Source: an optimization exercise on an open RTL-to-GDS flow (aim: small area). Production flows keep margins and buffers that such runs may drop. Only simulation tests tie the RTL to the original design; equivalence was not proved. No activity file was given, so power comes from the tool's default toggle rates.

// lcd_top
module lcd_top(
  input clk,
  input rst,
  input PS2_CLK,
  input PS2_DATA,
  output [7:4] DB,
  output LCD_E,
  output LCD_RS,
  output LCD_RW,
  output [7:0] LED
  );
Size: ~1000 cells after synthesis, ~19 I/O pins, about 0.011 mm^2 of cells after synthesis.
clock: 20.0 ns
lec_check: 0
abc_area: 1
cap_margin: 0
core_margin: 2
core_utilization: 60
slew_margin: 0
standard.sh (not shown) runs the stock make flow with config.mk's settings and CLKGATE_MAP_FILE= SYNTH_SCRIPT=/design/flow/synth_recipe.tcl, a recipe that flattens the netlist after the stock synthesis.
==> flow/flow/run.sh <==
#!/bin/bash
# Layout flow: the standard synthesis, then the combinational logic of the
# synthesized netlist is mapped again with a stronger ABC script (registers
# are kept as they are), then the standard layout steps.
set -euo pipefail
W=$PWD
FD=$W/flow
R=$W/orfs/results/$FLOW_PLATFORM/lcd_top/base
LIB=$FLOW_HOME/platforms/$FLOW_PLATFORM/lib/sky130_fd_sc_hd__tt_025C_1v80.lib
YOSYS=$FLOW_HOME/../tools/install/yosys/bin/yosys
[ -x "$YOSYS" ] || YOSYS=yosys

# 1. standard synthesis
bash standard.sh synth > $W/flow_synth.log 2>&1

# 2. remap the combinational logic
cp $R/1_2_yosys.v $W/synth_standard.v
SEQ=$(grep -o "sky130_fd_sc_hd__[a-z0-9_]*" $W/synth_standard.v | sort -u | grep -E "__(df|edf|sdf|dl|conb)" | tr '\n' ' ')
sed "s#@LIB@#$LIB#g; s#@SEQ@#$SEQ#g; s#@IN@#$W/synth_standard.v#g; s#@OUT@#$W/synth_remapped.v#g; s#@ABC@#$FD/remap.abc#g" \
  $FD/remap.ys > $W/remap.ys
ok=0
if $YOSYS -s $W/remap.ys > $W/yosys_remap.log 2>&1; then
  sed "s#@LIB@#$LIB#g; s#@GOLD@#$W/synth_standard.v#g; s#@GATE@#$W/synth_remapped.v#g" $FD/equiv.ys > $W/equiv.ys
  if $YOSYS -s $W/equiv.ys > $W/yosys_equiv.log 2>&1; then ok=1; fi
fi
if [ $ok = 1 ]; then
  cp $W/synth_remapped.v $R/1_2_yosys.v
  rm -f $R/1_synth.odb $R/1_synth.sdc
  echo "remapped netlist in use" > $W/remap_status.txt
else
  echo "remap failed; standard netlist in use" > $W/remap_status.txt
fi

# 3. standard layout steps
bash standard.sh "BUFFER_PORTS_ARGS=-buffer_cell sky130_fd_sc_hd__buf_1" \
  "CTS_ARGS=$(cat $FD/cts_args.txt)" finish > $W/flow_layout.log 2>&1
==> flow/flow/cts_args.txt <==
-sink_clustering_enable -repair_clock_nets -dont_use_dummy_load -sink_clustering_size 16 -sink_clustering_max_diameter 80 -buf_list sky130_fd_sc_hd__clkbuf_8
==> flow/flow/equiv.ys <==
read_liberty -ignore_miss_func @LIB@
read_verilog -sv @GOLD@
rename lcd_top gold
read_verilog -sv @GATE@
rename lcd_top gate
flatten gold gate
opt_clean
async2sync
equiv_make gold gate eq
hierarchy -top eq
equiv_simple -seq 2
equiv_induct
equiv_status -assert
==> flow/flow/remap.abc <==
strash; &get -n; &deepsyn -I 2 -T 100; &dch -f; &nf -a -R 1000; &put; topo
==> flow/flow/remap.ys <==
read_liberty -ignore_miss_func @LIB@
blackbox @SEQ@
read_verilog -sv @IN@
hierarchy -top lcd_top
flatten
opt_clean
abc -liberty @LIB@ -dont_use *lpflow* -dont_use *probe* -script @ABC@
opt_clean -purge
stat -liberty @LIB@
write_verilog -noattr -noexpr -nohex -nodec @OUT@
==> next run, changes <==
--- a/flow/design.v
+++ b/flow/design.v
@@ -9,58 +9,59 @@
     output reg LCD_RS,
     output LCD_RW,
     output reg busy
     );
   assign LCD_RW = 1'b0;
   wire wr;
   wire rd;
-  reg [223:0] ring;
-  wire [6:0] rlast = ring[223:217];
+  reg [216:0] ring;
+  wire [6:0] rlast = ring[216:210];
   reg [4:0] eh, et;
   wire rempty = (eh == et);
   reg [13:0] pend;
   reg [1:0] pq;
   reg dup;
   wire [6:0] pend_old = (pq == 2'd2) ? pend[13:7] : pend[6:0];
   reg [6:0] bc;
   reg bv;        
   reg bcmd;      
-  wire [4:0] rcount = eh - et;
+  wire [4:0] rdiff = eh - et;
+  wire [4:0] rcount = (eh >= et) ? rdiff : rdiff - 5'd1;    
   wire empty = rempty && !bv && (pq == 2'd0) && !dup;
   wire full = ((rcount + {4'b0, bv} + {3'b0, pq} + {4'b0, dup}) == 5'd31);
   assign wr = en && !full;
   wire bc_busy;
   wire bsp91 = !bc[6] && bc[5] && !bc[4] && bc[0];           
   wire bspD0 = bc[6] && !bc[5] && (bc[4:0] == 5'd0);         
   wire bc_cmd = (!bc[6] && !bc[5]) || bsp91 || bspD0;
   wire fetch_ok = !bc_busy && !bv;
   wire s_valid = (pq != 2'd0) || dup || wr;
   wire [6:0] s_val = (pq != 2'd0) ? pend_old : dup ? pend[13:7] : code;
   wire f_ring = fetch_ok && !rempty && (eh == 5'd0);
   wire f_src = fetch_ok && rempty && s_valid;
-  wire ins = s_valid && !f_src && (et == 5'd0);
+  wire ins = s_valid && !f_src && (et == 5'd0) && (rcount != 5'd30);
   wire s_taken = f_src || ins;
   wire pop = s_taken && (pq != 2'd0);
   wire undup = s_taken && (pq == 2'd0) && dup;
   wire push = wr && !(s_taken && (pq == 2'd0) && !dup);
   wire set_dup = push && (pq == 2'd2) && !pop;
   always @ (posedge clk)
-    ring <= {ring[216:0], ins ? s_val : rlast};
+    ring <= {ring[209:0], ins ? s_val : rlast};
   always @ (posedge clk, posedge rst)
     if (rst) begin
       eh <= 5'd0;
       et <= 5'd0;
       pq <= 2'd0;
       dup <= 1'b0;
       bv <= 1'b0;
       bcmd <= 1'b0;
     end
     else begin
-      if (!(ins || rempty)) et <= et + 5'd1;
-      if (!(f_ring || (rempty && !ins))) eh <= eh + 5'd1;
+      if (!(ins || rempty)) et <= (et == 5'd30) ? 5'd0 : et + 5'd1;
+      if (!(f_ring || (rempty && !ins))) eh <= (eh == 5'd30) ? 5'd0 : eh + 5'd1;
       if (set_dup) dup <= 1'b1;
       else if (undup) dup <= 1'b0;
       if (!set_dup) pq <= pq - {1'b0, pop} + {1'b0, push};
       bv <= (bv && !rd) || f_ring || f_src;
       if (rd) bcmd <= bc_cmd;
     end
   always @ (posedge clk)
@@ -114,23 +115,23 @@
   localparam T_LH    = 4'b0111;
   localparam T_40US  = 4'b0110;
   localparam T_CHP   = 4'b0100;
   localparam T_DONE  = 4'b1000;
   reg [4:0] P;
   reg [3:0] T;
   reg [19:0] cnt;
-  wire c11     = &(cnt | ~20'd11);
-  wire c1      = cnt[0];
-  wire c49     = &(cnt | ~20'd49);
-  wire c1999   = &(cnt | ~20'd1999);
-  wire c4999   = &(cnt | ~20'd4999);
-  wire c81999  = &(cnt | ~20'd81999);
-  wire c204999 = &(cnt | ~20'd204999);
-  wire c499999 = &(cnt | ~20'd499999);
-  wire c749999 = &(cnt | ~20'd749999);
+  wire c1      = ((cnt & 20'h00001) == 20'h00001);    
+  wire c11     = ((cnt & 20'h00400) == 20'h00400);    
+  wire c49     = ((cnt & 20'h09300) == 20'h08100);    
+  wire c1999   = ((cnt & 20'h1F8A0) == 20'h0B820);    
+  wire c4999   = ((cnt & 20'h320BE) == 20'h0002A);    
+  wire c81999  = ((cnt & 20'h9F3F7) == 20'h82170);    
+  wire c204999 = ((cnt & 20'hFDF3F) == 20'hB8D15);    
+  wire c499999 = ((cnt & 20'hFFEDF) == 20'h5928A);    
+  wire c749999 = ((cnt & 20'hDFFFF) == 20'h15248);    
   reg pterm;
   always @ (*)
     case (P)
       P_15MS: pterm = c749999;
       P_ONE, P_THREE, P_FIVE, P_SEVEN: pterm = c11;
       P_TWO: pterm = c204999;
       P_FOUR: pterm = c4999;
@@ -148,15 +149,15 @@
       T_CHP: tterm = c81999;
       default: tterm = 1'b0;
     endcase
   wire pcount = ((P >= P_15MS) && (P <= P_EIGHT)) || (P == P_ONESEC);
   wire tcount = (T[2:0] != 3'b000);
   always @ (posedge clk)
     if (!rst && ((pcount && !pterm) || (tcount && !tterm)))
-      cnt <= cnt + 20'd1;
+      cnt <= {cnt[18:0], ~(cnt[19] ^ cnt[16])};
     else
       cnt <= 0;
   wire tdone = T[3];
   wire tx_init = P[4] || (P == P_NREAD);
   wire clear_home = (P == P_CLEAR) || (P == P_CLRRDY);
   always @ (posedge clk, posedge rst)
     if (rst)
Global-route usage rose by 0.24 points.
Clock-buffer cell count does not change.
Die area fell slightly.
Setup slack got worse by 0.024 ns.
Clock skew rose by 0.0058 ns.
Total power fell slightly.
Wire length fell slightly.

[re-timing with driven ports]
No port has a modelled driver above. Below, the same layouts with a new extraction and two added sets of constraints. Step 1 (the two cells are an assumption about what drives the block):
set clk [get_ports {clk}]
set_driving_cell -lib_cell sky130_fd_sc_hd__clkbuf_16 $clk
set_driving_cell -lib_cell sky130_fd_sc_hd__buf_2 [delete_from_list [all_inputs] $clk]
Step 2 moves the port delays by t, midway between the first and last clock arrival at a register: inputs arrive t later, outputs are due t later. That takes back most of the time a late clock gives input paths. a / b / c = ideal ports / drivers / drivers and shift; a / b = the first two.
run	shift t [ns]	slack for setup (ns)	worst slew at a driven data input, ns
the first run	0.579	13.568 / 13.529 / 14.107	0.03
the second run	0.578	13.544 / 13.503 / 14.080	0.03
After both steps every run listed still meets setup and hold.
